What follows belongs to an exercise in optimizing a design on an open flow for small area; a production flow would make more cautious choices. In this exercise RTL edits were held to simulation tests only and were not proved equivalent to the original. Power is estimated from default activity; no workload was simulated.

<file path="constraint.sdc">
create_clock -name core_clock -period 40.0 [get_ports {clk}]
set_input_delay 8.0000 -clock core_clock [delete_from_list [all_inputs] [get_ports {clk}]]
set_output_delay 8.0000 -clock core_clock [all_outputs]
set_load 0.01 [all_outputs]
</file>
<file path="standard.sh">
#!/bin/bash
# synth_recipe.tcl (not shown) runs the flow's synth.tcl, then flattens the netlist and writes it again
# the make line also repeats each setting of config.mk as NAME=value (left out here)
make -C /OpenROAD-flow-scripts/flow DESIGN_CONFIG=/design/flow/config.mk WORK_HOME=/design/flow/orfs CLKGATE_MAP_FILE= SYNTH_SCRIPT=/design/flow/synth_recipe.tcl "${@:-finish}"
</file>
<file path="config.mk">
export PLATFORM = sky130hd
export DESIGN_NAME = pst_brain_v2
export DESIGN_NICKNAME = pst_brain_v2
export VERILOG_FILES = /design/flow/design.v
export SDC_FILE = /design/flow/constraint.sdc
export NUM_CORES = 4
export LEC_CHECK = 0
export ABC_AREA = 1
export CAP_MARGIN = 20
export CORE_MARGIN = 2
export CORE_UTILIZATION = 40
export SLEW_MARGIN = 20
</file>
<file path="design.v">
module pst_brain_v2 (
    input  wire        clk,
    input  wire        rst_n,
    input  wire [7:0]  cur0, cur1, cur2, cur3,
    output wire [7:0]  phase0, phase1, phase2, phase3,
    output wire [2:0]  winner,
    output wire [7:0]  winner_score,
    output wire [7:0]  winner_rel,
    output wire [7:0]  w_ab, w_ac, w_ad, w_bc, w_bd, w_cd,
    output wire [7:0]  seq_slot_A, seq_slot_B,
    output wire        seq_force_valid,
    output wire [7:0]  seq_force_pred,
    output wire [7:0]  pred_out,
    output wire [7:0]  pred_err,
    output wire        reward_out,
    output wire [2:0]  gamma_cnt,
    output wire        theta_tick,
    output wire        episode_last,
    output wire [2:0]  ep_winner,
    output wire [3:0]  ep_strength,
    output wire        ep_valid,
    output wire        exploit_mode,
    output wire        explore_mode,
    output wire [1:0]  confidence_level,
    output wire [2:0]  theta_cnt,
    output wire        delta_tick,
    output wire [2:0]  topic_winner,
    output wire [2:0]  topic_strength,
    output wire        topic_valid,
    output wire        err_explore
);
    integer i;
    function [8:0] addc;
        input [7:0] a;
        input [7:0] b;
        input       ci;
        integer k;
        reg c;
        begin
            c = ci;
            for (k = 0; k < 8; k = k + 1) begin
                addc[k] = a[k] ^ b[k] ^ c;
                c = (a[k] & b[k]) | (c & (a[k] ^ b[k]));
            end
            addc[8] = c;
        end
    endfunction
    function gt8;
        input [7:0] a;
        input [7:0] b;
        integer k;
        reg g;
        begin
            g = 1'b0;
            for (k = 0; k < 8; k = k + 1)
                g = a[k] ? (~b[k] | g) : (~b[k] & g);
            gt8 = g;
        end
    endfunction
    function [7:0] decr;
        input [7:0] r;
        input       dec;
        integer k;
        reg b;
        begin
            b = dec;
            for (k = 0; k < 8; k = k + 1) begin
                decr[k] = r[k] ^ b;
                b = b & ~r[k];
            end
        end
    endfunction
    function [7:0] cdist;
        input [7:0] r;
        integer k;
        reg c;
        reg [7:0] x;
        begin
            x = r ^ {8{r[7]}};
            c = r[7];
            for (k = 0; k < 8; k = k + 1) begin
                cdist[k] = x[k] ^ c;
                c = c & x[k];
            end
        end
    endfunction
    function [7:0] crel;
        input [7:0] r;
        begin
            crel = decr(r ^ {8{~r[7]}}, r[7]);
        end
    endfunction
    function [3:0] pop8;
        input [7:0] b;
        reg sa, ca, sb, cb, sc, cc, cd, se, ce, cf;
        begin
            {ca, sa} = b[0] + b[1] + b[2];
            {cb, sb} = b[3] + b[4] + b[5];
            {cc, sc} = b[6] + b[7] + sa;
            {cd, pop8[0]} = sb + sc;
            {ce, se} = ca + cb + cc;
            {cf, pop8[1]} = se + cd;
            {pop8[3], pop8[2]} = ce + cf;
        end
    endfunction
    function [2:0] pop5;
        input [4:0] b;
        reg sa, ca, cb;
        begin
            {ca, sa} = b[0] + b[1] + b[2];
            {cb, pop5[0]} = b[3] + b[4] + sa;
            {pop5[2], pop5[1]} = ca + cb;
        end
    endfunction
    reg [7:0] gph;
    reg       cs;
    always @(posedge clk or negedge rst_n) begin
        if (!rst_n) begin
            gph <= 8'd0;
            cs  <= 1'b0;
        end else begin
            gph <= gph + 8'd1;
            cs  <= &gph;
        end
    end
    reg [2:0] gcnt;
    reg       tht;
    reg [2:0] tcnt;
    reg       dlt;
    always @(posedge clk or negedge rst_n) begin
        if (!rst_n) begin
            gcnt <= 3'd0;
            tht  <= 1'b0;
            tcnt <= 3'd0;
            dlt  <= 1'b0;
        end else begin
            tht <= cs & (&gcnt);
            if (cs) gcnt <= gcnt + 3'd1;
            dlt <= tht & tcnt[2];
            if (tht) tcnt <= tcnt[2] ? 3'd0 : tcnt + 3'd1;
        end
    end
    assign gamma_cnt    = gcnt;
    assign theta_tick   = tht;
    assign episode_last = &gcnt;
    assign theta_cnt    = tcnt;
    assign delta_tick   = dlt;
    wire [31:0] cur_all = {cur3, cur2, cur1, cur0};
    reg  [31:0] rem;
    reg  [31:0] ph;
    reg  [3:0]  fired;
    reg  [35:0] nd;
    always @(*) begin
        for (i = 0; i < 4; i = i + 1)
            nd[9*i +: 9] = addc(rem[8*i +: 8], ~cur_all[8*i +: 8], 1'b1);
    end
    always @(posedge clk or negedge rst_n) begin
        if (!rst_n) begin
            rem   <= {4{8'd199}};
            ph    <= {32{1'b1}};
            fired <= 4'd0;
        end else begin
            for (i = 0; i < 4; i = i + 1) begin
                rem[8*i +: 8] <= cs ? 8'd199 : nd[9*i +: 8];
                fired[i]      <= ~cs & (fired[i] | ~nd[9*i+8]);
                if (~cs & ~fired[i] & ~nd[9*i+8]) ph[8*i +: 8] <= gph;
            end
        end
    end
    assign phase0 = ph[7:0];
    assign phase1 = ph[15:8];
    assign phase2 = ph[23:16];
    assign phase3 = ph[31:24];
    reg [31:0] sp;
    reg [3:0]  sf;
    always @(posedge clk) begin
        if (cs) sp <= ph;
    end
    always @(posedge clk or negedge rst_n) begin
        if (!rst_n)  sf <= 4'd0;
        else if (cs) sf <= fired;
    end
    reg  [2:0] winner_r;
    reg  [7:0] wscore_r, wrel_r;
    reg        mm20_r, mm40_r, eq_r;
    reg  [3:0] stab;
    reg  [47:0] w;
    reg  [20:0] ews;
    reg  [11:0] tws;
    wire       dph = gcnt[0];           
    reg  [7:0] sA, sB, fpred, my_pred, pout, perr;
    reg        lw, fvalid;
    reg  [1:0] ezc;
    reg  [2:0] ehc;
    reg  [1:0] conf;
    reg  [2:0] epw;
    reg  [3:0] eps;
    reg  [2:0] tw, ts;
    wire epv = |eps;
    wire tv  = |ts;
    wire err_forced = (ehc >= 3'd5);
    wire in_mm      = ~(stab >= 4'd10) & mm20_r;
    wire explore    = err_forced | in_mm | (epv & (eps <= 4'd5) & (conf <= 2'd2));
    wire ctx_gate   = fvalid | explore | mm40_r;
    reg  [7:0] bs, wa;
    reg  [2:0] bi;
    wire       sact  = (&gph[7:4]) & ~(gph[2] & gph[1]);
    wire       spass = gph[3];
    wire [2:0] si    = sact ? gph[2:0] : bi;
    wire       sfirst = (gph[2:0] == 3'd0);
    reg [7:0] spa, spb;
    reg       sfa, sfb;
    reg [5:0] sw;
    always @(*) begin
        case (si)
            3'd0:    begin spa = sp[7:0];   sfa = sf[0]; spb = sp[15:8];  sfb = sf[1]; sw = w[7:2];   end
            3'd1:    begin spa = sp[7:0];   sfa = sf[0]; spb = sp[23:16]; sfb = sf[2]; sw = w[15:10]; end
            3'd2:    begin spa = sp[7:0];   sfa = sf[0]; spb = sp[31:24]; sfb = sf[3]; sw = w[23:18]; end
            3'd3:    begin spa = sp[15:8];  sfa = sf[1]; spb = sp[23:16]; sfb = sf[2]; sw = w[31:26]; end
            3'd4:    begin spa = sp[15:8];  sfa = sf[1]; spb = sp[31:24]; sfb = sf[3]; sw = w[39:34]; end
            default: begin spa = sp[23:16]; sfa = sf[2]; spb = sp[31:24]; sfb = sf[3]; sw = w[47:42]; end
        endcase
    end
    wire [8:0] sdiff = addc(spa, ~spb, 1'b1);
    wire [7:0] srel  = (sfa & sfb) ? crel(sdiff[7:0]) : 8'd0;
    wire       sb2   = ~explore & epv & (epw == si);
    wire       sb1   = ~explore & tv  & (tw  == si);
    wire [8:0] ssum1 = addc({1'b0, srel[7:1]}, {2'b0, (ctx_gate ? 6'd0 : sw)}, 1'b0);
    wire [8:0] sscore = addc(ssum1[7:0], {5'b0, sb2, sb1, 1'b0}, 1'b0);
    wire       sne   = (gph[2:0] != bi);
    wire [2:0] vc = gph[2:0];
    wire [7:0] em = {winner_r == vc, ews[20:18] == vc, ews[17:15] == vc, ews[14:12] == vc,
                     ews[11:9] == vc, ews[8:6] == vc, ews[5:3] == vc, ews[2:0] == vc};
    wire [4:0] tm = {epw == vc, tws[11:9] == vc, tws[8:6] == vc, tws[5:3] == vc, tws[2:0] == vc};
    wire [3:0] sevp = pop8(em);
    wire [2:0] stvp = pop5(tm);
    reg  [3:0] emv;
    reg  [2:0] emi, tmi, tmv;
    always @(posedge clk) begin
        if (sact & ~spass) begin
            if (sfirst | gt8(sscore[7:0], bs)) begin
                bs <= sscore[7:0];
                bi <= si;
            end
            if (sfirst | gt8({4'b0, sevp}, {4'b0, emv})) begin
                emv <= sevp;
                emi <= gph[2:0];
            end
            if (sfirst | gt8({5'b0, stvp}, {5'b0, tmv})) begin
                tmv <= stvp;
                tmi <= gph[2:0];
            end
        end
        if (sact & spass) begin
            if (sne & (sfirst | gt8(srel, wa))) wa <= srel;
            else if (sfirst)                    wa <= 8'd0;
        end
    end
    wire [8:0] wad    = addc(wa, ~srel, 1'b1);
    wire       d20    = gt8(wad[7:0], 8'd20);
    wire       d40    = gt8(wad[7:0], 8'd40);
    wire       mm20   = gt8(srel, 8'd235) ? (wad[8] | d20) : (wad[8] & d20);
    wire       mm40   = gt8(srel, 8'd215) ? (wad[8] | d40) : (wad[8] & d40);
    always @(posedge clk or negedge rst_n) begin
        if (!rst_n) begin
            winner_r <= 3'd0;
            wscore_r <= 8'd0;
            wrel_r   <= 8'd0;
            mm20_r   <= 1'b0;
            mm40_r   <= 1'b0;
            eq_r     <= 1'b1;
            stab     <= 4'd0;
        end else if (cs) begin
            winner_r <= bi;
            wscore_r <= sscore[7:0];
            wrel_r   <= srel;
            mm20_r   <= mm20;
            mm40_r   <= mm40;
            eq_r     <= (bi == winner_r);
            if (eq_r) stab <= (stab >= 4'd10) ? 4'd10 : stab + 4'd1;
            else      stab <= 4'd0;
        end
    end
    assign winner       = winner_r;
    assign winner_score = wscore_r;
    assign winner_rel   = wrel_r;
    reg [7:0] lpa, lpb, act;
    reg       lfa, lfb;
    reg [7:0] wsel;
    always @(*) begin
        case (winner_r)
            3'd0:    begin lpa = ph[7:0];   lfa = fired[0]; lpb = ph[15:8];  lfb = fired[1]; act = 8'd0;   wsel = w[7:0];   end
            3'd1:    begin lpa = ph[7:0];   lfa = fired[0]; lpb = ph[23:16]; lfb = fired[2]; act = 8'd43;  wsel = w[15:8];  end
            3'd2:    begin lpa = ph[7:0];   lfa = fired[0]; lpb = ph[31:24]; lfb = fired[3]; act = 8'd85;  wsel = w[23:16]; end
            3'd3:    begin lpa = ph[15:8];  lfa = fired[1]; lpb = ph[23:16]; lfb = fired[2]; act = 8'd128; wsel = w[31:24]; end
            3'd4:    begin lpa = ph[15:8];  lfa = fired[1]; lpb = ph[31:24]; lfb = fired[3]; act = 8'd170; wsel = w[39:32]; end
            default: begin lpa = ph[23:16]; lfa = fired[2]; lpb = ph[31:24]; lfb = fired[3]; act = 8'd213; wsel = w[47:40]; end
        endcase
    end
    wire       wf     = lfa | lfb;
    wire [8:0] ldiff  = addc(lpa, ~lpb, 1'b1);
    wire [7:0] lr     = ldiff[7:0];
    wire       lclose = lr[7] ? gt8(lr, 8'd225) : ~gt8(lr, 8'd30);
    wire       prot    = tv & ~explore;
    wire [8:0] ltp     = addc(wsel, {4'b0, reward_out, ~reward_out, 2'b0}, 1'b0);
    wire [7:0] ltpc    = gt8(ltp[7:0], 8'd190) ? 8'd190 : ltp[7:0];
    wire [8:0] ltdm    = addc(wsel, 8'hFD, 1'b1);
    wire [7:0] ltd     = gt8(wsel, 8'd82) ? ltdm[7:0] : 8'd80;
    wire       dolearn = lfa & lfb & lclose & (lr[7] | ((|lr) & ~prot));
    wire [7:0] lval    = lr[7] ? ltpc : ltd;
    always @(posedge clk or negedge rst_n) begin
        if (!rst_n) begin
            w   <= {6{8'd128}};
        end else begin
            for (i = 0; i < 6; i = i + 1) begin
                if (cs & ~dph & dolearn & (winner_r == i))
                    w[8*i +: 8] <= lval;
                else
                    w[8*i +: 8] <= decr(w[8*i +: 8], cs & dph & ~prot & gt8(w[8*i +: 8], 8'd80));
            end
        end
    end
    assign w_ab = w[7:0];   assign w_ac = w[15:8];  assign w_ad = w[23:16];
    assign w_bc = w[31:24]; assign w_bd = w[39:32]; assign w_cd = w[47:40];
    wire [8:0] rawA  = addc(act, ~sA, 1'b1);
    wire [8:0] rawB  = addc(act, ~sB, 1'b1);
    wire [7:0] dA    = cdist(rawA[7:0]);
    wire [7:0] dB    = cdist(rawB[7:0]);
    wire       isA   = ~gt8(dA, dB);
    wire [7:0] sd    = isA ? dA : dB;
    wire       sdn   = isA ? rawA[7] : rawB[7];
    wire [7:0] scur  = isA ? sA : sB;
    wire [7:0] sstep = {2'b0, sd[7:3], sd[2] | ~(|sd[7:3])};
    wire [8:0] sres  = addc(scur, sstep ^ {8{sdn}}, sdn);
    wire [7:0] snext = (sdn ^ sres[8]) ? {8{~sdn}} : sres[7:0];
    wire       smove = (|sd[7:2]) | (&sd[1:0]);
    always @(posedge clk or negedge rst_n) begin
        if (!rst_n) begin
            sA     <= 8'd0;
            sB     <= 8'd213;
            lw     <= 1'b0;
            fpred  <= 8'd213;
            fvalid <= 1'b0;
        end else if (cs) begin
            if (wf) begin
                if (smove) begin
                    if (isA) sA <= snext;
                    else     sB <= snext;
                end
                if (lw == isA) fpred <= scur;
                fvalid <= (lw == isA);
                lw     <= ~isA;
            end else begin
                fvalid <= 1'b0;
            end
        end
    end
    assign seq_slot_A      = sA;
    assign seq_slot_B      = sB;
    assign seq_force_valid = fvalid;
    assign seq_force_pred  = fpred;
    wire [8:0] rawP  = addc(act, ~my_pred, 1'b1);
    wire       pdn   = rawP[7];
    wire [7:0] eP    = cdist(rawP[7:0]);
    wire [7:0] pstep = {2'b0, eP[7:3], eP[2] | ~(|eP[7:3])};
    wire [8:0] pres  = addc(my_pred, pstep ^ {8{pdn}}, pdn);
    wire [7:0] pnext = (pdn ^ pres[8]) ? {8{~pdn}} : pres[7:0];
    wire       pmove = (|eP[7:2]) | (&eP[1:0]);
    always @(posedge clk or negedge rst_n) begin
        if (!rst_n) begin
            my_pred <= 8'd128;
            pout    <= 8'd128;
            perr    <= 8'd0;
        end else if (cs & wf) begin
            perr <= eP;
            if (fvalid)     my_pred <= fpred;
            else if (pmove) my_pred <= pnext;
            pout <= fvalid ? fpred : my_pred;
        end
    end
    assign pred_out = pout;
    assign pred_err = perr;
    always @(posedge clk or negedge rst_n) begin
        if (!rst_n) begin
            ezc    <= 2'd0;
            ehc    <= 3'd0;
        end else if (cs) begin
            if (perr < 8'd5) begin
                ezc    <= (ezc == 2'd3) ? 2'd3 : ezc + 2'd1;
            end else begin
                ezc    <= 2'd0;
            end
            if (perr > 8'd50) begin
                if (ehc < 3'd5) ehc <= ehc + 3'd1;
            end else begin
                ehc <= 3'd0;
            end
        end
    end
    assign reward_out  = &ezc;
    assign err_explore = err_forced;
    always @(posedge clk or negedge rst_n) begin
        if (!rst_n) begin
            conf      <= 2'd0;
        end else if (tht && epv) begin
            if (eps >= 4'd6) begin
                conf      <= 2'd3;
            end else begin
                conf      <= (conf == 2'd3) ? 2'd2 : 2'd1;
            end
        end
    end
    assign exploit_mode     = &conf;
    assign explore_mode     = explore;
    assign confidence_level = conf;
    always @(posedge clk) begin
        ews <= {ews[17:0], (cs ? winner_r : ews[20:18])};
    end
    always @(posedge clk or negedge rst_n) begin
        if (!rst_n) begin
            epw <= 3'd0;
            eps <= 4'd0;
        end else if (tht) begin
            epw <= emi;
            eps <= emv;
        end
    end
    assign ep_winner   = epw;
    assign ep_strength = eps;
    assign ep_valid    = epv;
    always @(posedge clk) begin
        if (tht) tws <= {tws[8:0], epw};
    end
    always @(posedge clk or negedge rst_n) begin
        if (!rst_n) begin
            tw  <= 3'd0;
            ts  <= 3'd0;
        end else if (dlt) begin
            if (tmv >= 3'd3) tw <= tmi;
            ts  <= tmv;
        end
    end
    assign topic_winner   = tw;
    assign topic_strength = ts;
    assign topic_valid    = tv;
endmodule
</file>
<file path="flow/run.sh">
#!/bin/bash
# Own layout flow: the standard layout (standard.sh, unchanged synthesis),
# with two layout choices changed:
#  - the port buffers that buffer_ports inserts use the smallest buffer cell
#  - the clock tree is built from clkbuf_8 clusters without dummy loads
# Each tool's output is kept in a log file in the work folder.
set -euo pipefail
export BUFFER_PORTS_ARGS="-buffer_cell sky130_fd_sc_hd__buf_1"
export CTS_ARGS="-sink_clustering_enable -repair_clock_nets -sink_clustering_size 16 -sink_clustering_max_diameter 70 -buf_list sky130_fd_sc_hd__clkbuf_8 -dont_use_dummy_load"
bash standard.sh synth > synth.log 2>&1
bash standard.sh > layout.log 2>&1
</file>
==> out/summary.md, run 1 <==
The sequential cell area is 8626 µm², and the accumulated negative setup slack is 0 ns. The number of max-cap violations was 0. The minimum period implied by the final worst setup slack was 11.08 ns.

By area the synthesized netlist is led by sky130_fd_sc_hd__dfrtp_1, sky130_fd_sc_hd__edfxtp_1, sky130_fd_sc_hd__dfstp_2. The count of distinct cell types in the synthesized netlist was 61; the average size of a mapped cell was 9.554 µm². On the critical path, the stage with the largest delay is an instance of sky130_fd_sc_hd__dfrtp_1. The multi-input combinational cells in the finished layout cover a total of 9224 µm². Once detailed placement completed, the half-perimeter wirelength came to 41,670 µm. The mapped netlist covers 19,290 µm². The number of clock sinks came out at 330. Setup slack closes at 28.92 ns. The count of buffers inserted at the top-level ports is 203, and the total iterations of the first detailed-routing run is 5.

The worst setup path is of the register to register kind. The power density over the cells was 33.72 nW/µm². The run gives 9.298 nW as the leakage power summed over all cells. For flop-to-flop paths, the worst setup slack is 28.92 ns. The fraction of post-synthesis cell area in the top cell type by area is 21.02%. The arrival time of the worst setup path was 11.59 ns; the average wire per standard cell was 19.08 µm. The region available for standard cell placement spans 47,650 µm². The run gives 0 as the setup violation total in the final timing report. Relative to the synthesized area, the layout overhead comes to 9.399%.

For this block, the via count after detailed routing is 14,601. Along the worst hold path, the cell count comes to 0. The die covers 50,000 µm². The logs give 0.00002444 V for the worst voltage drop across the vdd grid and 84,590 µm for the global-route wire length before repair. The run gives 0.09029 GHz as the achievable frequency. Most instantiated library cell after synthesis: sky130_fd_sc_hd__nand2_1. The root buffer cell chosen for the clock tree is sky130_fd_sc_hd__clkbuf_8.

The endpoint identified for the worst register-to-register timing path is sB[4]. The run gives 0 as the number of max-slew violations in the final report. Summed over all layers, the global routing overflow is 0.

In this run the core area contains 80 standard-cell rows. The cell count of the worst reg-to-reg path works out to 52. Clock-pin slew was measured on the worst setup and hold paths at 0.10 ns.

The worst register-to-register path begins at winner_r[2]. The number of DRC markers after the initial detailed-route iteration was 1,000. TritonCTS built the clock tree. Entering global routing, the biggest net connects 75 pins.

The horizontal die dimension works out to 223.6 µm. In this run the worst path has a maximum fanout of 24. The run finished with no timing, DRC or antenna violations. STA puts the critical path data required time at 40.51 ns. In this run the worst setup path terminates at sB[4].

The layout has 4,667 filler cells. The primary flip-flop cell chosen by synthesis mapping was sky130_fd_sc_hd__dfrtp_1. The post-synthesis async set-or-reset flop share is 70.61%, and the H-tree level count is 1.

The run gives 53,910 µm as the post-detailed-routing wire length. For the pin with the worst max-slew slack, the measured transition is 1.019 ns. The logs give 14,756 for the via count of the first global-routing pass and 2,252 for the total nets after synthesis. During I/O placement, the number of pins put on the boundary was 204. Dividing the final minimum period by the clock period gives 27.69%.

In this run, CTS created clock tree buffers numbering 31. Counting stages on the worst path, the most repeated cell is sky130_fd_sc_hd__fa_1. For the routability congestion estimate from global placement, the log shows 0.9239. Of the cells placed in the final design, the portion with a size suffix greater than 1 is 9.860%. Flop and latch count out of synthesis: 330.

The hold-fix buffer count after cts was 0; the initial antenna violation count was 0. The final routed DRC violation total came out at 0. The number of vias per cell after detailed routing is 5.167, and the count of nets after finishing is 2,446. The count of buffers added by post-CTS timing repair for setup was 0. The antenna diode instance count came out at 0. By count the netlist is led by sky130_fd_sc_hd__nand2_1, sky130_fd_sc_hd__inv_1, sky130_fd_sc_hd__o21ai_0. The floorplan die height was 223.6 µm. The largest total area in the synthesized netlist belongs to sky130_fd_sc_hd__dfrtp_1.

The longest clock path from root to sink contains 3 buffers. STA classifies the critical path startpoint as a register. For the starting utilization of the core area, the log shows 40.49%. Setup repair after global routing left no endpoint under its margin. For the relative slew slack, the log shows 32.05%. The worst setup timing slack at the placement stage came out at 28.86 ns. For the worst-skew pair, the clock arrives at the later sink with an insertion delay of 0.68 ns. The number of hold violations in the final report was 0. The delay of the slowest cell on the worst path works out to 0.73 ns. Global routing used 21.73% of the available tracks across all layers. The critical path starts at winner_r[2]. Summing the sequential cell areas from Yosys gives 44.70% of the chip area.

The final worst hold slack was 0.2953 ns. Between clock sinks in the finished design, the worst skew comes to 0.1156 ns. Type of element capturing the critical path: a register. The count of nets left with antenna violations once routing finished came out at 0. Counting flops with a built-in enable in the synthesized netlist gives 76. The quantity of gates resized following cts was 0. The tools report the total number of yosys warnings as 1.

In the synthesized netlist, the number of instances is 2,019. Class of the worst hold path: register to register.
==> worst min path at each step <==
stage          startpoint  slack, ns      end
2_1_floorplan      ews[7]       0.35  ews[10]
3_3_place_gp       ews[8]       0.35  ews[11]
3_5_place_dp       ews[6]       0.35   ews[9]
4_1_cts            ews[2]       0.29   ews[5]
5_1_grt            ews[4]       0.30   ews[7]
6_report           ews[2]       0.30   ews[5]
==> through the flow <==
stage               util [%]  cell area (µm²)  total power (W)  std cells
floorplan                  -            19290        0.0004890       2019
global placement       43.37            20660        0.0005336       2794
detailed placement     43.37            20660        0.0005395       2794
CTS                    44.26            21090        0.0007217       2825
global route           44.29            21100        0.0007554       2826
finish                 44.29            21100        0.0007117       2826
==> per-layer routing <==
| metal | GRT usage, % | vias up | part of all wire [%] |
|---|---|---|---|
| li1 | - | 6938 | - |
| met1 | 28.54 | 7150 | 43 |
| met2 | 36.29 | 416 | 47 |
| met3 | 4.171 | 97 | 6.4 |
| met4 | 6.989 | 0 | 3.5 |
| met5 | 0 | - | 0 |
==> critical path, delay by kind of cell (launching register included) <==
kind,cells,cell delay (ns)
AO/OA/AOI/OAI,10,1.76
XOR/XNOR,2,0.30
adder cells (fa/ha/maj),18,4.83
buffers and inverters,12,1.17
flip-flops,1,0.73
AND/OR/NAND/NOR,10,2.11
==> registers in the layout (all words and copies together) (netlist names), 8 cells and up <==
register  count
w            48
ph           32
rem          32
sp           32
ews          21
tws          12
bs            8
fpred         8
gph           8
my_pred       8
perr          8
pout          8
sA            8
sB            8
wa            8
wrel_r        8
wscore_r      8
==> placed cells by master, fill, tap and decap left out, drive strengths merged, types with 3 or more instances in the layout <==
| cell | synthesis | final |
|---|---|---|
| a221oi | 14 | 14 |
| dfstp | 71 | 71 |
| fa | 90 | 90 |
| buf | 22 | 212 |
| clkbuf | 30 | 32 |
| mux2i | 6 | 6 |
| o211ai | 12 | 12 |
| edfxtp | 76 | 76 |
| o21ai | 230 | 230 |
| nand4 | 11 | 11 |
| ha | 109 | 109 |
| nand3 | 39 | 39 |
| dfxtp | 21 | 21 |
| inv | 323 | 323 |
| nor3 | 20 | 20 |
| a22oi | 7 | 7 |
| dfrtp | 162 | 162 |
| xnor2 | 26 | 26 |
| nor2 | 116 | 116 |
| nand2 | 395 | 395 |
| o221ai | 16 | 16 |
| a31oi | 16 | 16 |
| or2 | 19 | 19 |
| xor2 | 79 | 79 |
| nor4 | 8 | 8 |
| a21oi | 49 | 49 |
| o21bai | 6 | 6 |
| mux2 | 3 | 3 |
| o22ai | 27 | 27 |
==> cell type report <==
| type | count | area share (%) |
|---|---|---|
| Sequential cell | 330 | 40.88 |
| Tap cell | 615 | 3.646 |
| Timing Repair Buffer | 213 | 3.972 |
| Clock buffer | 31 | 2.022 |
| Multi-Input combinational cell | 1313 | 43.71 |
| Inverter | 324 | 5.775 |
==> power by group <==
group | leakage, nW | internal [W] | switching [W]
combinational | 5.40 | 0.0000520 | 0.0000829
clock | 0.223 | 0.0000684 | 0.000111
sequential | 3.68 | 0.000380 | 0.0000174
total | 9.30 | 0.000500 | 0.000211
==> kinds of logic after synthesis <==
group                      count (synthesis)  synth area share (%)
and+or+nand+nor                          609                 14.16
AOI/OAI and AO/OA                        391                 11.88
buffers and inverters                    376                 7.524
DFF                                      330                 44.70
adders and majority gates                199                 16.41
xor gates and xnor gates                 105                 4.845
muxes                                      9                0.4865
==> run 2, diff against run 1 <==
--- a/design.v
+++ b/design.v
@@ -302,12 +302,10 @@
     wire [7:0] lr     = ldiff[7:0];
     wire       lclose = lr[7] ? gt8(lr, 8'd225) : ~gt8(lr, 8'd30);
     wire       prot    = tv & ~explore;
-    wire [8:0] ltp     = addc(wsel, {4'b0, reward_out, ~reward_out, 2'b0}, 1'b0);
-    wire [7:0] ltpc    = gt8(ltp[7:0], 8'd190) ? 8'd190 : ltp[7:0];
-    wire [8:0] ltdm    = addc(wsel, 8'hFD, 1'b1);
-    wire [7:0] ltd     = gt8(wsel, 8'd82) ? ltdm[7:0] : 8'd80;
+    wire [8:0] lsum    = addc(wsel, lr[7] ? {4'b0, reward_out, ~reward_out, 2'b0} : 8'hFE, 1'b0);
+    wire [7:0] lval    = lr[7] ? (gt8(lsum[7:0], 8'd190) ? 8'd190 : lsum[7:0])
+                               : (gt8(lsum[7:0], 8'd80)  ? lsum[7:0] : 8'd80);
     wire       dolearn = lfa & lfb & lclose & (lr[7] | ((|lr) & ~prot));
-    wire [7:0] lval    = lr[7] ? ltpc : ltd;
     always @(posedge clk or negedge rst_n) begin
         if (!rst_n) begin
             w   <= {6{8'd128}};
--- a/config.mk
+++ b/config.mk
@@ -8,5 +8,5 @@
 export ABC_AREA = 1
 export CAP_MARGIN = 20
 export CORE_MARGIN = 2
-export CORE_UTILIZATION = 40
+export CORE_UTILIZATION = 35
 export SLEW_MARGIN = 20
==> run 2 against run 1 <==
  * Sequential cell count unchanged
  * Fmax down 1.8%
  * Clock-buffer cell count down 3
  * Die area up 12%
  * Final area down 1.3%
  * Sequential share of layout area up 0.51 points
  * Via count down 1.6%
  * Critical path depth down 4
  * Critical endpoint unchanged
  * Largest cell class unchanged
  * Largest power group unchanged
==> out/summary.md, run 2 <==
Starting utilization of the core area: 35.28% (-5.2 points). Root buffer cell: sky130_fd_sc_hd__clkbuf_8. The tools report the accumulated negative setup slack as 0 ns (unchanged).

For this run, the leading register cell type out of synthesis is sky130_fd_sc_hd__dfrtp_1. In the post-synthesis netlist, the cell with the most instances is sky130_fd_sc_hd__nand2_1. The count of buffers inserted at the top-level ports was 203 (unchanged). TritonCTS built the clock tree. Number of cells in the finished layout apart from fillers: 2,873 (+1.7%). The largest fanout on the critical path works out to 23 (-4.2%).

Instance count of the mapped netlist: 1,985 (-1.7%). The path class of the tightest hold or removal check is register to register. Fraction of final layout cells with drive strength greater than 1: 8.085% (-1.8 points).

The total design power is 0.0007241 W (+1.8%), and the global-route wire length before repair is 84,660 µm (about the same). After synthesis, the cell types taking the most area are sky130_fd_sc_hd__dfrtp_1, sky130_fd_sc_hd__edfxtp_1, sky130_fd_sc_hd__fa_1. The tools report the worst-case register-to-register setup slack as 28.72 ns (-0.20 ns). The total number of vias was 14,363 (-1.6%); the flip-flop count of the largest register after layout was 48 (unchanged). Most common cell after layout, fill and taps aside: sky130_fd_sc_hd__nand2_1. The final setup skew was 0.06003 ns (-0.05553 ns); the average size of a mapped cell was 9.546 µm² (about the same). The largest individual stage delay along the critical path comes from the cell sky130_fd_sc_hd__dfrtp_1. Clock transition at the registers of the reported paths: 0.10 ns (about the same).

In the layout the commonest cells are sky130_fd_sc_hd__nand2_1, sky130_fd_sc_hd__inv_1, sky130_fd_sc_hd__buf_1, sky130_fd_sc_hd__o21ai_0, sky130_fd_sc_hd__dfrtp_1. The number of max-slew violations in the final report was 0 (unchanged); the count of distinct cell types in the synthesized netlist was 58 (-4.9%). The number of vias per cell after detailed routing works out to 4.999 (-3.2%).

The logs give 1 (unchanged) for the total number of yosys warnings and 0.9313 (+0.80%) for the routability congestion estimate from global placement. The leakage power summed over all cells is 9.059 nW (-2.6%), and the cell count of the worst reg-to-reg path is 48 (-7.7%). The minimum period implied by the final worst setup slack is 11.28 ns (+0.2033 ns). In this run the critical register-to-register path is captured at sB[4].

The worst voltage drop across the vdd grid was 0.00002565 V (+5.0%); the via count of the first global-routing pass was 14,442 (-2.1%). The cell count after placement was 2,845 (+1.8%). Cell occurring most often along the worst timing path: sky130_fd_sc_hd__fa_1.

The maximum number of pins on one net before global-route repair is 73 (-2.7%). Flop and latch count out of synthesis: 330 (unchanged). Counting instances in the post-synthesis netlist gives the leading cell types as sky130_fd_sc_hd__nand2_1, sky130_fd_sc_hd__inv_1, sky130_fd_sc_hd__o21ai_0. The average wire per standard cell was 18.87 µm (-1.1%).

The run gives 33.11% (+1.1 points) as the relative slew slack. The floorplan die height is 236.7 µm (+5.8%), and the residual overflow from global routing is 0 (unchanged). Setup repair after global routing left no endpoint under its margin.

The quantity of gates resized following cts is 0 (unchanged), and the number of hold violations in the final report is 0 (unchanged). The fraction of post-synthesis cell area in the top cell type by area works out to 21.39% (+0.38 points). The number of max-cap violations is 0 (unchanged). STA classifies the critical path startpoint as a register. The run gives 0 (unchanged) as the initial antenna violation count. Top-level I/O count: 204 (unchanged). The H-tree level count is 1 (unchanged), and the all-layer global routing usage is 19.38% (-2.3 points).

The tools report the area inside the core boundary as 53,710 µm² (+13%). In this run the most critical hold path is launched from ews[7]. The hold-fix buffer count after cts was 0 (unchanged); the final routed DRC violation total was 0 (unchanged).

The number of clock sinks was 330 (unchanged). The number of nets still failing antenna checks after routing was 0 (unchanged); the count of buffers added by post-CTS timing repair for setup was 0 (unchanged). Compared with the post-synthesis result, the final layout area differs by 9.957%. For the total die area, the log shows 56,020 µm² (+12%). Of all cell types, the one taking the most synthesized area is sky130_fd_sc_hd__dfrtp_1. The antenna diode instance count came out at 0 (unchanged). The tools report the row count as 85 (+6.3%).

The total nets after synthesis was 2,214 (-1.7%). Share of the cycle needed by the critical path after routing: 28.20% (+0.51 points). Top register by number of flip-flops: w.

The worst hold path terminates at ews[10]. The tools report the buffer levels on the longest clock path as 3 (unchanged). The power density over the cells works out to 34.75 nW/µm² (+3.1%). The number of flops mapped to enable cells by yosys is 76 (unchanged). The run finished with no timing, DRC or antenna violations. The worst path buffer plus inverter count came out at 7 (-5). The estimated wirelength of the detail-placed design came out at 42,150 µm (+1.2%).

The logs give 18,950 µm² (-1.8%) for the area of the mapped netlist and 0.08866 GHz (-1.8%) for the achievable frequency. The endpoint required time on the critical path was 40.54 ns (+0.03 ns). The horizontal die dimension was 236.7 µm (+5.8%). The worst flop-to-flop path startpoint is winner_r[0]. The cell depth of the worst min-delay path is 0 (unchanged), and the arrival time of the worst setup path is 11.82 ns (+0.23 ns).

Tracing the worst setup path back leads to its startpoint at winner_r[0]. The tools report the total iterations of the first detailed-routing run as 5 (unchanged). The post-synthesis async set-or-reset flop share was 70.61% (unchanged); the number of DRC markers after the initial detailed-route iteration was 1,076 (+7.6%). The logs give 54,200 µm (+0.54%) for the post-detailed-routing wire length and 45.50% (+0.80 points) for the register area share after synthesis. By startpoint and endpoint, the worst setup path is classified as register to register.

The slew at the pin closest to its max-slew limit was 1.003 ns (-0.01585 ns). STA classifies the critical path endpoint as a register. The insertion delay to the later sink of the worst-skew pair was 0.64 ns (-0.04 ns); the total of fill cells in the finished design was 5,421 (+16%). The count of nets after finishing came out at 2,408 (-1.6%). Kind of cell with the highest combined delay on the critical path: adder cells. The delay of the slowest cell on the worst path was 0.74 ns (about the same); the number of buffers created by CTS was 28 (-9.7%).

The setup violation total in the final timing report is 0 (unchanged).
-- run 2: cell count changes after synthesis, moves of 9 or more --
cell,delta
sky130_fd_sc_hd__nand3_1,+9
sky130_fd_sc_hd__o21ai_0,-17
sky130_fd_sc_hd__o22ai_1,+9
sky130_fd_sc_hd__inv_1,-11
sky130_fd_sc_hd__xnor2_1,+10
-- run 2: report_power, final --
| part | internal [W] | switching, W |
|---|---|---|
| Clock | 0.0000622 | 0.000110 |
| Combinational | 0.0000560 | 0.0000991 |
| Sequential | 0.000380 | 0.0000173 |
| Total | 0.000498 | 0.000226 |
-- run 2: worst max-delay path by stage --
stage             end  slack [ns]  cells after the start
3_5_place_dp   ph[13]       28.63                     14
3_3_place_gp   ph[26]       28.71                     14
4_1_cts         sB[4]       28.73                     48
6_report        sB[4]       28.72                     48
5_1_grt         sB[2]       27.82                     52
2_1_floorplan  ph[13]       29.11                     14
-- run 2: cells by family after synthesis --
logic type               share of synthesized area (%)
AO/OA/AOI/OAI                                    11.64
XOR/XNOR                                         4.899
adder cells (fa/ha/maj)                          16.60
buffers and inverters                            7.356
flip-flops                                       45.50
multiplexers                                    0.4952
AND/OR/NAND/NOR                                  13.51
-- run 2: worst reg2reg max path: cells and delay by family, from the launching register on --
kind | cells | cell delay, ns
AO/OA/AOI/OAI | 7 | 1.52
XOR/XNOR | 2 | 0.17
adder cells (fa/ha/maj) | 20 | 5.51
buffers and inverters | 7 | 0.63
flip-flops | 1 | 0.74
AND/OR/NAND/NOR | 12 | 2.63
-- run 2: final cells by class --
type	instances	area [µm²]	area share (%)
clock buffer	28	385.4	1.850
inverter	312	1171	5.621
multi-input combinational	1293	8937	42.89
sequential	330	8623	41.39
tap	696	870.8	4.179
timing repair buffer	214	848.3	4.071
-- run 2: metrics by stage --
step,instance area [µm²],worst slack (ns),hold WS [ns],utilization [%]
6_report,20840,28.72,0.3515,38.80
3_5_place_dp,20450,28.63,0.3560,38.07
2_1_floorplan,18950,29.11,0.3487,-
5_1_grt,20840,27.82,0.3683,38.80
4_1_cts,20830,28.73,0.3609,38.79
3_3_place_gp,20450,28.71,0.3537,38.07
-- run 2: metal layers --
metal / global-route usage (%) / vias to the layer above / share of wire (%)
li1: - / 6855 / -
met3: 3.696 / 86 / 6.6
met1: 25.43 / 6993 / 42
met5: 0 / - / 0
met2: 32.79 / 429 / 48
met4: 5.217 / 0 / 2.6
==> run 3, diff against run 2 <==
--- a/design.v
+++ b/design.v
@@ -90,28 +90,6 @@
             crel = decr(r ^ {8{~r[7]}}, r[7]);
         end
     endfunction
-    function [3:0] pop8;
-        input [7:0] b;
-        reg sa, ca, sb, cb, sc, cc, cd, se, ce, cf;
-        begin
-            {ca, sa} = b[0] + b[1] + b[2];
-            {cb, sb} = b[3] + b[4] + b[5];
-            {cc, sc} = b[6] + b[7] + sa;
-            {cd, pop8[0]} = sb + sc;
-            {ce, se} = ca + cb + cc;
-            {cf, pop8[1]} = se + cd;
-            {pop8[3], pop8[2]} = ce + cf;
-        end
-    endfunction
-    function [2:0] pop5;
-        input [4:0] b;
-        reg sa, ca, cb;
-        begin
-            {ca, sa} = b[0] + b[1] + b[2];
-            {cb, pop5[0]} = b[3] + b[4] + sa;
-            {pop5[2], pop5[1]} = ca + cb;
-        end
-    endfunction
     reg [7:0] gph;
     reg       cs;
     always @(posedge clk or negedge rst_n) begin
@@ -229,11 +207,6 @@
     wire [8:0] sscore = addc(ssum1[7:0], {5'b0, sb2, sb1, 1'b0}, 1'b0);
     wire       sne   = (gph[2:0] != bi);
     wire [2:0] vc = gph[2:0];
-    wire [7:0] em = {winner_r == vc, ews[20:18] == vc, ews[17:15] == vc, ews[14:12] == vc,
-                     ews[11:9] == vc, ews[8:6] == vc, ews[5:3] == vc, ews[2:0] == vc};
-    wire [4:0] tm = {epw == vc, tws[11:9] == vc, tws[8:6] == vc, tws[5:3] == vc, tws[2:0] == vc};
-    wire [3:0] sevp = pop8(em);
-    wire [2:0] stvp = pop5(tm);
     reg  [3:0] emv;
     reg  [2:0] emi, tmi, tmv;
     always @(posedge clk) begin
@@ -242,20 +215,31 @@
                 bs <= sscore[7:0];
                 bi <= si;
             end
-            if (sfirst | gt8({4'b0, sevp}, {4'b0, emv})) begin
-                emv <= sevp;
-                emi <= gph[2:0];
-            end
-            if (sfirst | gt8({5'b0, stvp}, {5'b0, tmv})) begin
-                tmv <= stvp;
-                tmi <= gph[2:0];
-            end
         end
         if (sact & spass) begin
             if (sne & (sfirst | gt8(srel, wa))) wa <= srel;
             else if (sfirst)                    wa <= 8'd0;
         end
     end
+    wire       ewin  = (gph[7:6] == 2'b10) & ~(gph[5] & gph[4]);
+    wire       twin  = (gph[7:6] == 2'b11) & ~(gph[5] & gph[4]);
+    wire [2:0] ec    = gph[5:3];
+    wire       vlast = (gph[2:0] == 3'd7);
+    wire       vtail = twin ? (tws[11:9] == ec) : (ews[20:18] == ec);
+    reg  [2:0] ecnt;
+    wire [8:0] etot  = addc({5'b0, ecnt}, 8'd0, twin ? (epw == ec) : (winner_r == ec));
+    always @(posedge clk) begin
+        if (gph[2:0] == 3'd0)                     ecnt <= {2'b0, vtail};
+        else if (ewin ? ~vlast : ~gph[2])         ecnt <= ecnt + {2'b0, vtail};
+        if (ewin & vlast & ((ec == 3'd0) | gt8({4'b0, etot[3:0]}, {4'b0, emv}))) begin
+            emv <= etot[3:0];
+            emi <= ec;
+        end
+        if (twin & vlast & ((ec == 3'd0) | gt8({5'b0, etot[2:0]}, {5'b0, tmv}))) begin
+            tmv <= etot[2:0];
+            tmi <= ec;
+        end
+    end
     wire [8:0] wad    = addc(wa, ~srel, 1'b1);
     wire       d20    = gt8(wad[7:0], 8'd20);
     wire       d40    = gt8(wad[7:0], 8'd40);
@@ -427,7 +411,7 @@
     assign ep_strength = eps;
     assign ep_valid    = epv;
     always @(posedge clk) begin
-        if (tht) tws <= {tws[8:0], epw};
+        if (tht | twin) tws <= {tws[8:0], (tht ? epw : tws[11:9])};
     end
     always @(posedge clk or negedge rst_n) begin
         if (!rst_n) begin
--- a/config.mk
+++ b/config.mk
@@ -8,5 +8,5 @@
 export ABC_AREA = 1
 export CAP_MARGIN = 20
 export CORE_MARGIN = 2
-export CORE_UTILIZATION = 35
+export CORE_UTILIZATION = 28
 export SLEW_MARGIN = 20
==> run 3 against run 2 <==
  * Still clean on timing, DRC and antenna
  * Register-to-register slack better by 0.20 ns
  * Via count is 1.2% lower
  * Hold slack worse by 0.017 ns
  * First-iteration DRC count is 9.1% higher
  * Clock skew is 0.0094 ns higher
  * Sequential cell count is 3 higher
  * Global-route usage is 3.3 points lower
  * Clock power is 3% higher
  * Synthesized area is 0.77% lower
  * Total power is 0.50% higher
  * Largest power group unchanged
  * Highest routed layer unchanged
==> out/summary.md, run 3 <==
The run gives 13,889 (-3.8%) as the via count of the first global-routing pass. The power share of the sequential group was 55.1% (+0.2 points); the starting utilization of the core area was 28.15% (-7.1 points). The most critical setup path has its startpoint at winner_r[2].

Ranked by total cell area, the synthesized netlist is headed by sky130_fd_sc_hd__dfrtp_1, sky130_fd_sc_hd__edfxtp_1, sky130_fd_sc_hd__dfstp_2. The cell occurring most often along the worst timing path was sky130_fd_sc_hd__fa_1. Count of nets after finishing: 2,384 (-1.0%). By startpoint and endpoint, the worst setup path is classified as register to register. Number of vias per cell after detailed routing: 4.682 (-6.4%).

For this run, the leading register cell type out of synthesis is sky130_fd_sc_hd__dfrtp_1. Placed instance area: 20,550 µm² (+0.50%). The share of the cycle needed by the critical path after routing is 27.71% (-0.49 points).

The run gives 3 (unchanged) as the buffer levels on the longest clock path. The tools report the power dissipated by switching net loads as 0.0002262 W (+0.12%). In this run the critical register-to-register path is captured at sA[3].

The worst voltage drop across the vdd grid is 0.00002567 V (about the same), and the count of distinct cell types in the synthesized netlist is 64 (+10%). The worst-case register-to-register setup slack is 28.92 ns (+0.20 ns), and the count of buffers inserted at the top-level ports is 203 (unchanged). Arrival time of the worst setup path: 11.59 ns (-0.23 ns).

Flop and latch count out of synthesis: 333 (+0.91%). In the layout the commonest cells are sky130_fd_sc_hd__nand2_1, sky130_fd_sc_hd__inv_1, sky130_fd_sc_hd__o21ai_0, sky130_fd_sc_hd__buf_1, sky130_fd_sc_hd__dfrtp_1. The number of flops mapped to enable cells by yosys came out at 77 (+1.3%).

The setup violation total in the final timing report is 0 (unchanged), and the horizontal die dimension is 263.2 µm (+11%). Leakage power summed over all cells: 9.085 nW (+0.29%). TritonCTS built the clock tree.

The post-synthesis async set-or-reset flop share is 69.97% (-0.64 points). Share of total power in combinational logic: 20.6% (-0.8 points). The all-layer global routing usage was 16.05% (-3.3 points); the number of max-slew violations in the final report was 0 (unchanged). The post-detailed-routing wire length is 56,190 µm (+3.7%). The number of cells in the finished layout apart from fillers was 3,030 (+5.5%). The tools report the launch point of the worst hold path as ews[5].

The floorplan die height came out at 263.2 µm (+11%). The average size of a mapped cell was 9.594 µm² (+0.50%); the number of buffers created by CTS was 29 (+3.6%). The run gives 3,001 (+5.5%) as the cell count after placement. The routability congestion estimate from global placement was 0.9426 (+1.2%); the total number of yosys warnings was 1 (unchanged). The tools report the residual overflow from global routing as 0 (unchanged).

The type of element capturing the critical path was a register. Average wire per standard cell: 18.54 µm (-1.7%). The slowest stage of the critical path is the sky130_fd_sc_hd__nor2_2 cell.

The final routed DRC violation total is 0 (unchanged). The final cell utilization of the core is 31.36% (-7.4 points). The count of buffers added by post-CTS timing repair for setup was 0 (unchanged); the number of max-cap violations was 0 (unchanged). The cell internal power dissipation was 0.0005016 W (+0.68%). Worst setup path endpoint: sA[3].

The clock transition at the registers of the reported paths came out at 0.10 ns (about the same). The run gives 0.06946 ns (+0.009432 ns) as the final setup skew. The tools report the achievable frequency as 0.09022 GHz (+1.8%). The top register by number of flip-flops was w. The tools report the hold-fix buffer count after cts as 0 (unchanged).

The area inside the core boundary is 66,800 µm² (+24%), and the maximum number of pins on one net before global-route repair is 69 (-5.5%). For the total design power, the log shows 0.0007278 W (+0.50%). The fraction of final layout cells with drive strength greater than 1 was 7.928% (-0.16 points).

The quantity of gates resized following cts came out at 0 (unchanged). The run gives 24.3% (+0.6 points) as the clock group share of total power. Yosys instantiated no cell more often than sky130_fd_sc_hd__nand2_1. The run gives 69,250 µm² (+24%) as the total die area. The total number of vias was 14,185 (-1.2%); the estimated wirelength of the detail-placed design was 43,850 µm (+4.0%). The antenna diode instance count is 0 (unchanged), and the H-tree level count is 1 (unchanged).

The cell count of the worst reg-to-reg path came out at 51 (+6.3%). In this run the clock root is driven by a sky130_fd_sc_hd__clkbuf_8. The relative slew slack is 28.85% (-4.3 points).

The power density over the cells is 34.74 nW/µm² (about the same), and the delay of the slowest cell on the worst path is 0.65 ns (-0.09 ns). The number of nets still failing antenna checks after routing is 0 (unchanged), and the post-synthesis to final-layout area growth is 11.40%. The kind of cell with the highest combined delay on the critical path is adder cells.

The global-route wire length before repair is 85,740 µm (+1.3%). The biggest area contributor in the post-synthesis netlist is sky130_fd_sc_hd__dfrtp_1. The slew at the pin closest to its max-slew limit is 1.056 ns (+0.05275 ns), and the minimum period implied by the final worst setup slack is 11.08 ns (-0.1953 ns). Insertion delay to the later sink of the worst-skew pair: 0.66 ns (+0.02 ns). The initial antenna violation count was 0 (unchanged); the critical path depth was 51 (+6.3%). The total nets after synthesis was 2,185 (-1.3%); the largest fanout on the critical path was 24 (+4.3%). By count the netlist is led by sky130_fd_sc_hd__nand2_1, sky130_fd_sc_hd__inv_1, sky130_fd_sc_hd__o21ai_0. The total of fill cells in the finished design is 7,129 (+32%).

The fraction of post-synthesis cell area in the top cell type by area is 21.56% (+0.17 points), and the endpoint required time on the critical path is 40.51 ns (-0.03 ns). The logs give 4392 µm (+22%) for the total length of routed met3 wires and 95 (+12%) for the row count. The met2 wire length is 24,890 µm (-5.0%). Accumulated negative setup slack: 0 ns (unchanged).

The topmost layer with routed signal wires is met4. The class of the worst hold path is register to register. Most common cell after layout, fill and taps aside: sky130_fd_sc_hd__nand2_1. Type of element launching the critical path: a register.

Flip-flop count of the largest register after layout: 48 (unchanged). For the instance count of the mapped netlist, the log shows 1,960 (-1.3%). The startpoint identified for the worst register-to-register timing path is winner_r[2]. The logs give 24,600 µm (+6.8%) for the routed metal-1 wire length and 6 (+1) for the total iterations of the first detailed-routing run. The switching power as a share of total power works out to 31.09% (-0.12 points).

The register area share after synthesis is 46.22% (+0.72 points). The run finished with no timing, DRC or antenna violations. The worst path buffer plus inverter count is 11 (+4), and the summed area of non-filler cells in the final layout is 20,950 µm² (+0.53%). Top-level I/O count: 204 (unchanged). Setup repair after global routing left no endpoint under its margin. The logs give 0 (unchanged) for the number of hold violations in the final report and 1,174 (+9.1%) for the number of DRC markers after the initial detailed-route iteration. The run gives 18,800 µm² (-0.77%) as the area of the mapped netlist. Number of clock sinks: 333 (+0.91%).
-- run 3: worst register-to-register path: cells and delay by family (launching register included) --
family,cells,cell delay [ns]
buffers and inverters,11,1.23
adder cells (fa/ha/maj),19,5.30
AND/OR/NAND/NOR,12,2.20
XOR/XNOR,2,0.39
AO/OA/AOI/OAI,7,1.24
flip-flops,1,0.61
-- run 3: how the worst min path moves through the flow --
stage                   end  slack, ns  cells after the start
floorplan           ews[10]       0.31                      0
global placement     ews[3]       0.31                      0
detailed placement  ews[17]       0.31                      0
CTS                 ews[17]       0.34                      0
global route        ews[16]       0.34                      0
finish               ews[8]       0.33                      0
-- run 3: logic make-up after synthesis --
family | count (synthesis) | share of synthesized area, %
AOI/OAI and AO/OA | 376 | 11.49
buffers and inverters | 353 | 7.193
DFF | 333 | 46.22
adders and majority gates | 192 | 16.28
muxes | 27 | 1.457
and+or+nand+nor | 605 | 13.83
xor gates and xnor gates | 74 | 3.526
-- run 3: layout make-up --
class	count	area, µm²	area share (%)
clock buffer	29	399.1	1.905
sequential	333	8696	41.51
inverter	307	1152	5.501
tap	873	1092	5.214
timing repair buffer	214	848.3	4.050
multi-input combinational	1274	8760	41.82
-- run 3: power by group through the flow --
stage	combinational, W	sequential, W	clock (W)
final	0.000150	0.000401	0.000177
after global routing	0.000175	0.000403	0.000195
after CTS	0.000152	0.000401	0.000184
after detailed placement	0.000151	0.000408	0
after global placement	0.000147	0.000407	0
after floorplan	0.0000968	0.000402	0
-- run 3: per-stage QoR --
stage | setup slack (ns) | hold slack [ns]
after floorplan | 29.11 | 0.3096
after global placement | 28.82 | 0.3103
after detailed placement | 28.72 | 0.3121
after CTS | 28.92 | 0.3355
after global routing | 28.20 | 0.3434
final | 28.92 | 0.3347
-- run 3: per-layer routing --
layer | up-vias | global-route usage (%)
met4 | 0 | 5.776
met1 | 6853 | 20.92
met2 | 429 | 25.31
met5 | - | 0
met3 | 115 | 4.658
li1 | 6788 | -
==> run 4, diff against run 3 <==
--- a/config.mk
+++ b/config.mk
@@ -8,5 +8,5 @@
 export ABC_AREA = 1
 export CAP_MARGIN = 20
 export CORE_MARGIN = 2
-export CORE_UTILIZATION = 28
+export CORE_UTILIZATION = 35
 export SLEW_MARGIN = 20
==> run 4 against run 3 <==
  * Wire length down 1.2%
  * Die area down 20%
  * Core utilization up 7.8 points
  * Sequential power about the same
  * Still clean on timing, DRC and antenna
  * Final area down 1.1%
  * Clock power about the same
  * Cell count down 6.1%
  * Combinational power about the same
==> out/summary.md, run 4 <==
The post-synthesis async set-or-reset flop share came out at 69.97% (unchanged). The number of DRC markers after the initial detailed-route iteration is 1,001 (-15%), and the residual overflow from global routing is 0 (unchanged). For the maximum number of pins on one net before global-route repair, the log shows 70 (+1.4%). The floorplan die height was 235.8 µm (-10%). Starting utilization of the core area: 35.57% (+7.4 points). Class of the most critical setup path: register to register. The accumulated negative setup slack is 0 ns (unchanged), and the average size of a mapped cell is 9.594 µm² (unchanged).

The routability congestion estimate from global placement is 0.9340 (-0.91%). The most common cell after layout, fill and taps aside was sky130_fd_sc_hd__nand2_1. For the post-detailed-routing wire length, the log shows 55,490 µm (-1.2%).

The flow ran to the end and the layout has no timing, DRC or antenna violations. The tools report the area inside the core boundary as 52,870 µm² (-21%). The total nets after synthesis was 2,185 (unchanged); the number of flops mapped to enable cells by yosys was 77 (unchanged). Count of buffers inserted at the top-level ports: 203 (unchanged).

TritonCTS built the clock tree. The cell depth of the worst min-delay path works out to 0 (unchanged). Via count of the first global-routing pass: 14,449 (+4.0%). The tools report the endpoint required time on the critical path as 40.56 ns (+0.05 ns). The tools report the register area share after synthesis as 46.22% (unchanged). Class of the worst hold path: register to register.

The routing usage on met3 was 4.119% (-0.54 points); the worst path buffer plus inverter count was 10 (-1). The launch point of the worst path was winner_r[0]. The number of vias per cell after detailed routing is 5.092 (+8.8%). The run gives 0 (unchanged) as the final routed DRC violation total. The slew at the pin closest to its max-slew limit is 1.037 ns (-0.01950 ns). The average wire per standard cell works out to 19.51 µm (+5.2%). The power density over the cells was 35.29 nW/µm² (+1.6%); the achievable frequency was 0.08855 GHz (-1.9%). The final setup skew was 0.1001 ns (+0.03061 ns).

The type of element launching the critical path is a register. Root buffer cell: sky130_fd_sc_hd__clkbuf_8. The logs give 2,382 (-0.084%) for the count of nets after finishing and 5 (-1) for the total iterations of the first detailed-routing run.

Setup violation total in the final timing report: 0 (unchanged). Sorting the synthesized cells by area gives the leading types as sky130_fd_sc_hd__dfrtp_1, sky130_fd_sc_hd__edfxtp_1, sky130_fd_sc_hd__dfstp_2. The number of max-cap violations is 0 (unchanged), and the horizontal die dimension is 235.8 µm (-10%).

The flop and latch count out of synthesis was 333 (unchanged); the number of nets still failing antenna checks after routing was 0 (unchanged). The estimated wirelength of the detail-placed design was 43,090 µm (-1.7%). The worst-case register-to-register setup slack is 28.71 ns (-0.21 ns). The delay of the slowest cell on the worst path is 0.55 ns (-0.10 ns), and the leakage power summed over all cells is 9.076 nW (-0.10%). After synthesis, the most frequently instantiated cells are sky130_fd_sc_hd__nand2_1, sky130_fd_sc_hd__inv_1, sky130_fd_sc_hd__o21ai_0. More flip-flops sit in one register than any other, and that register is w.

H-tree level count: 1 (unchanged). The minimum period implied by the final worst setup slack was 11.29 ns (+0.2099 ns). The clock transition at the registers of the reported paths came out at 0.11 ns (about the same). The run gives 1 (unchanged) as the total number of yosys warnings. The kind of cell with the highest combined delay on the critical path was adder cells. The logs give 39.19% (+7.8 points) for the final cell utilization of the core and 0 (unchanged) for the quantity of gates resized following cts. The hold-fix buffer count after cts is 0 (unchanged). For this run, the leading register cell type out of synthesis is sky130_fd_sc_hd__dfrtp_1. The path with the worst hold slack has its endpoint at ews[6]. The logs give 32.39% (+7.1 points) for the met2 layer usage reported by global route and 55,600 µm² (-20%) for the total die area. Final worst hold slack: 0.3090 ns (-0.02569 ns). The logs give 30 (+3.4%) for the number of buffers created by CTS and 14,482 (+2.1%) for the total number of vias. The most instantiated library cell after synthesis was sky130_fd_sc_hd__nand2_1. The share of the cycle needed by the critical path after routing came out at 28.23% (+0.52 points).

The end of the worst register-to-register path was sA[2]. The post-synthesis to final-layout area growth works out to 10.19%. The startpoint identified for the worst register-to-register timing path is winner_r[0]. Counting stages on the worst path, the most repeated cell is sky130_fd_sc_hd__fa_1.

The tools report the top-level I/O count as 204 (unchanged). The largest fanout on the critical path works out to 24 (unchanged). The logs give 64 (unchanged) for the count of distinct cell types in the synthesized netlist and 86,260 µm (+0.60%) for the global-route wire length before repair. Arrival time of the worst setup path: 11.85 ns (+0.26 ns).

The fraction of final layout cells with drive strength greater than 1 was 7.935% (about the same). For the count of buffers added by post-CTS timing repair for setup, the log shows 0 (unchanged). Launch point of the worst hold path: ews[3].

The run gives 18,800 µm² (unchanged) as the area of the mapped netlist. The buffer levels on the longest clock path is 3 (unchanged), and the initial antenna violation count is 0 (unchanged). On the critical path, the stage with the largest delay is an instance of sky130_fd_sc_hd__dfrtp_1. For the number of clock sinks, the log shows 333 (unchanged). The synthesized design spends more area on one cell type than any other, namely sky130_fd_sc_hd__dfrtp_1. The all-layer global routing usage is 19.88% (+3.8 points).

The worst setup timing slack at the placement stage was 28.69 ns (-0.03130 ns); the instance count of the mapped netlist was 1,960 (unchanged). Highest-utilization routing layer at the global route stage: met2. In the layout the commonest cells are sky130_fd_sc_hd__nand2_1, sky130_fd_sc_hd__inv_1, sky130_fd_sc_hd__o21ai_0, sky130_fd_sc_hd__buf_1, sky130_fd_sc_hd__dfrtp_1. The tools report the met1 usage as 26.36% (+5.4 points). The fraction of post-synthesis cell area in the top cell type by area was 21.56% (unchanged); the worst setup slack after layout was 28.71 ns (-0.2099 ns). The cell count of the worst reg-to-reg path is 51 (unchanged), and the insertion delay to the later sink of the worst-skew pair is 0.67 ns (about the same). The row count was 84 (-12%).

Setup repair after global routing left no endpoint under its margin. Number of hold violations in the final report: 0 (unchanged). The tools report the number of max-slew violations in the final report as 0 (unchanged). The flip-flop count of the largest register after layout was 48 (unchanged); the worst voltage drop across the vdd grid was 0.00002480 V (-3.4%). The relative slew slack came out at 30.16% (+1.3 points). The worst setup path is captured at a register.
run 4: final cells by class:
cell class                 instances  area [µm²]
fill                            5322       32150
multi-input combinational       1274        8770
sequential                       333        8696
inverter                         307        1152
tap                              688       860.8
timing repair buffer             211       825.8
clock buffer                      30       412.9
antenna                            1       2.502
run 4: cells by family (layout without fill, tap and decap cells):
| group | Yosys count | in the layout | synth area share [%] |
|---|---|---|---|
| other cells | 0 | 1 | 0 |
| buf+inv | 353 | 548 | 7.193 |
| xor+xnor | 74 | 74 | 3.526 |
| fa+ha+maj | 192 | 192 | 16.28 |
| compound gates | 376 | 376 | 11.49 |
| mux | 27 | 27 | 1.457 |
| simple gates | 605 | 605 | 13.83 |
| flops | 333 | 333 | 46.22 |
run 4: stage by stage:
step	cell area (µm²)	std cells	total power (W)
floorplan	18800	1960	0.0004989
global route	20720	2843	0.0007753
global placement	20290	2813	0.0005510
finish	20720	2844	0.0007311
detailed placement	20290	2813	0.0005579
CTS	20710	2843	0.0007401
run 4: worst max-delay path by stage:
| stage | endpoint | slack [ns] | cells after the start |
|---|---|---|---|
| finish | sA[2] | 28.71 | 51 |
| global route | sB[5] | 27.86 | 51 |
| CTS | my_pred[0] | 28.58 | 41 |
| detailed placement | my_pred[0] | 28.69 | 41 |
| global placement | ph[8] | 28.88 | 14 |
| floorplan | ph[13] | 29.11 | 14 |
run 4: layer usage:
layer / up-vias / share of wire, %
met5: - / 0
met4: 0 / 3.8
met3: 114 / 7.0
met2: 491 / 46
met1: 7091 / 43
li1: 6786 / -
run 4: power breakdown:
group	total, W	switching [W]	internal, W
sequential	0.000401	0.0000176	0.000383
combinational	0.000150	0.0000963	0.0000538
clock	0.000180	0.000114	0.0000664
total	0.000731	0.000228	0.000503
==> run 5, diff against run 4 <==
--- a/design.v
+++ b/design.v
@@ -304,18 +304,26 @@
     end
     assign w_ab = w[7:0];   assign w_ac = w[15:8];  assign w_ad = w[23:16];
     assign w_bc = w[31:24]; assign w_bd = w[39:32]; assign w_cd = w[47:40];
-    wire [8:0] rawA  = addc(act, ~sA, 1'b1);
-    wire [8:0] rawB  = addc(act, ~sB, 1'b1);
-    wire [7:0] dA    = cdist(rawA[7:0]);
-    wire [7:0] dB    = cdist(rawB[7:0]);
-    wire       isA   = ~gt8(dA, dB);
-    wire [7:0] sd    = isA ? dA : dB;
-    wire       sdn   = isA ? rawA[7] : rawB[7];
+    reg  [7:0] dAr, snr;
+    reg        isA, smr;
+    wire       u100 = (gph == 8'd253);
+    wire       u101 = (gph == 8'd254);
+    wire       u102 = &gph;
     wire [7:0] scur  = isA ? sA : sB;
-    wire [7:0] sstep = {2'b0, sd[7:3], sd[2] | ~(|sd[7:3])};
-    wire [8:0] sres  = addc(scur, sstep ^ {8{sdn}}, sdn);
-    wire [7:0] snext = (sdn ^ sres[8]) ? {8{~sdn}} : sres[7:0];
-    wire       smove = (|sd[7:2]) | (&sd[1:0]);
+    wire [7:0] ux    = u100 ? sA : u101 ? sB : u102 ? scur : my_pred;
+    wire [8:0] uraw  = addc(act, ~ux, 1'b1);
+    wire [7:0] ud    = cdist(uraw[7:0]);
+    wire       udn   = uraw[7];
+    wire [7:0] ustep = {2'b0, ud[7:3], ud[2] | ~(|ud[7:3])};
+    wire [8:0] ures  = addc(ux, ustep ^ {8{udn}}, udn);
+    wire [7:0] unext = (udn ^ ures[8]) ? {8{~udn}} : ures[7:0];
+    wire       umove = (|ud[7:2]) | (&ud[1:0]);
+    always @(posedge clk) begin
+        dAr <= ud;
+        if (u101) isA <= ~gt8(dAr, ud);
+        snr <= unext;
+        smr <= umove;
+    end
     always @(posedge clk or negedge rst_n) begin
         if (!rst_n) begin
             sA     <= 8'd0;
@@ -325,9 +333,9 @@
             fvalid <= 1'b0;
         end else if (cs) begin
             if (wf) begin
-                if (smove) begin
-                    if (isA) sA <= snext;
-                    else     sB <= snext;
+                if (smr) begin
+                    if (isA) sA <= snr;
+                    else     sB <= snr;
                 end
                 if (lw == isA) fpred <= scur;
                 fvalid <= (lw == isA);
@@ -341,22 +349,15 @@
     assign seq_slot_B      = sB;
     assign seq_force_valid = fvalid;
     assign seq_force_pred  = fpred;
-    wire [8:0] rawP  = addc(act, ~my_pred, 1'b1);
-    wire       pdn   = rawP[7];
-    wire [7:0] eP    = cdist(rawP[7:0]);
-    wire [7:0] pstep = {2'b0, eP[7:3], eP[2] | ~(|eP[7:3])};
-    wire [8:0] pres  = addc(my_pred, pstep ^ {8{pdn}}, pdn);
-    wire [7:0] pnext = (pdn ^ pres[8]) ? {8{~pdn}} : pres[7:0];
-    wire       pmove = (|eP[7:2]) | (&eP[1:0]);
     always @(posedge clk or negedge rst_n) begin
         if (!rst_n) begin
             my_pred <= 8'd128;
             pout    <= 8'd128;
             perr    <= 8'd0;
         end else if (cs & wf) begin
-            perr <= eP;
+            perr <= ud;
             if (fvalid)     my_pred <= fpred;
-            else if (pmove) my_pred <= pnext;
+            else if (umove) my_pred <= unext;
             pout <= fvalid ? fpred : my_pred;
         end
     end
==> run 5 against run 4 <==
  * Die area decreased by 1.6%
  * Total power increased by 4.5%
  * First-iteration DRC count increased by 8.2%
  * Sequential power increased by 4%
  * Combinational power increased by 7%
  * Via count decreased by 1.5%
  * Synthesized area decreased by 1.7%
  * Critical path depth decreased by 2
  * Core utilization decreased by 0.28 points
  * Fmax increased by 1.4%
  * Wire length decreased by 2.7%
  * Critical path type unchanged
==> out/summary.md, run 5 <==
The run finished with no timing, DRC or antenna violations. For the worst voltage drop across the vdd grid, the log shows 0.00002411 V (-2.8%). Setup repair after global routing left no endpoint under its margin.

The logs give 0.9127 (-2.3%) for the routability congestion estimate from global placement and 28.87 ns (+0.16 ns) for the worst-case register-to-register setup slack. For the total number of yosys warnings, the log shows 1 (unchanged). For the maximum number of pins on one net before global-route repair, the log shows 82 (+17%). The endpoint required time on the critical path was 40.59 ns (+0.03 ns); the cell depth of the worst min-delay path was 0 (unchanged). Count of buffers inserted at the top-level ports: 203 (unchanged). The clock group share of total power was 24.4% (-0.3 points). The leakage power summed over all cells came out at 8.747 nW (-3.6%). The power density over the cells came out at 37.44 nW/µm² (+6.1%). The run gives 0.67 ns (about the same) as the insertion delay to the later sink of the worst-skew pair.

In this run the most critical hold path is launched from ews[16]. The slew at the pin closest to its max-slew limit works out to 0.9048 ns (-0.1318 ns). The achievable frequency came out at 0.08982 GHz (+1.4%). For the row count, the log shows 84 (unchanged). The number of nets still failing antenna checks after routing came out at 0 (unchanged). The share of the cycle needed by the critical path after routing is 27.83% (-0.40 points), and the count of buffers added by post-CTS timing repair for setup is 0 (unchanged). The total iterations of the first detailed-routing run was 7 (+2); the cell count of the worst reg-to-reg path was 49 (-3.9%). The H-tree level count came out at 1 (unchanged).

The parity-gate share of the synthesized area counting xor and xnor cells came out at 2.321% (-1.2 points). Most instantiated library cell after synthesis: sky130_fd_sc_hd__nand2_1. The cell occurring most often along the worst timing path was sky130_fd_sc_hd__inv_1. The library cells used most frequently in the layout, excluding fill and tap cells, are sky130_fd_sc_hd__nand2_1, sky130_fd_sc_hd__inv_1, sky130_fd_sc_hd__o21ai_0, sky130_fd_sc_hd__buf_1, sky130_fd_sc_hd__dfrtp_1. Multiplexer fraction of the synthesized cell area: 0.6158% (-0.84 points). The most used flip-flop cell after synthesis is sky130_fd_sc_hd__dfrtp_1. For the quantity of gates resized following cts, the log shows 0 (unchanged). The flip-flop count of the largest register after layout was 48 (unchanged); the simple-gate area share of the yosys netlist was 14.62% (+0.79 points). The total nets after synthesis came out at 2,092 (-4.3%).
[run 5: cell type report]
class                   count  area [µm²]
diodes                      1       2.502
fillers                  5234       32040
clock buffers              31       426.7
inverters                 298        1126
flip-flops and latches    351        9066
repair buffers            210       822.0
well taps                 688       860.8
multi-input cells        1204        8105
[run 5: logic make-up (layout without fill, tap and decap cells)]
kind of cell               Yosys count  after routing
and+or+nand+nor                    584            584
AOI/OAI and AO/OA                  401            401
DFF                                351            351
buffers and inverters              345            539
adders and majority gates          159            159
xor gates and xnor gates            49             49
muxes                               11             11
other                                0              1
[run 5: worst max path at each step]
stage            start    endpoint  slack, ns
2_1_floorplan  cur1[0]      ph[13]      29.11
4_1_cts         gph[0]  my_pred[2]      29.00
3_3_place_gp   cur1[0]       ph[9]      28.83
3_5_place_dp   cur1[0]      ph[14]      28.68
5_1_grt         gph[0]  my_pred[2]      28.16
6_report        gph[0]  my_pred[2]      28.87
[run 5: per-layer routing]
| metal | part of all wire (%) | up-vias | track usage (%) | routed length, µm |
|---|---|---|---|---|
| met3 | 8.0 | 82 | 4.463 | 4298 |
| li1 | - | 6647 | - | - |
| met1 | 42 | 7082 | 26.41 | 22840 |
| met4 | 2.3 | 0 | 5.083 | 1238 |
| met5 | 0 | - | 0 | 0 |
| met2 | 47 | 455 | 32.82 | 25600 |
[run 5: through the flow]
stage               hold WS, ns  power (W)  setup WS, ns  cells
floorplan                0.3096  0.0005194         29.11   1900
global placement         0.3112  0.0005757         28.83   2751
detailed placement       0.3132  0.0005843         28.68   2751
CTS                      0.3322  0.0007722         29.00   2782
global route             0.3353  0.0008114         28.16   2783
finish                   0.3287  0.0007642         28.87   2783
[run 5: power groups by stage]
stage / clock (W) / combinational (W) / sequential, W
finish: 0.000187 / 0.000160 / 0.000417
global route: 0.000207 / 0.000184 / 0.000420
CTS: 0.000194 / 0.000161 / 0.000418
detailed placement: 0 / 0.000159 / 0.000425
global placement: 0 / 0.000152 / 0.000424
floorplan: 0 / 0.0000990 / 0.000420
[run 5: critical path, delay by kind of cell, from the launching register on]
kind,cells,cell delay (ns)
AND/OR/NAND/NOR,7,1.61
buffers and inverters,14,1.68
flip-flops,1,0.46
adder cells (fa/ha/maj),21,5.71
AO/OA/AOI/OAI,6,1.30
XOR/XNOR,1,0.22

Re-timed with assumed drivers on the ports (clkbuf_16 on the clock, buf_2 on other inputs), run 5 has 28.867 ns of setup slack against 28.867 ns with ideal ports, and 28.745 ns once port delays also move by the mid clock arrival of 0.696 ns.
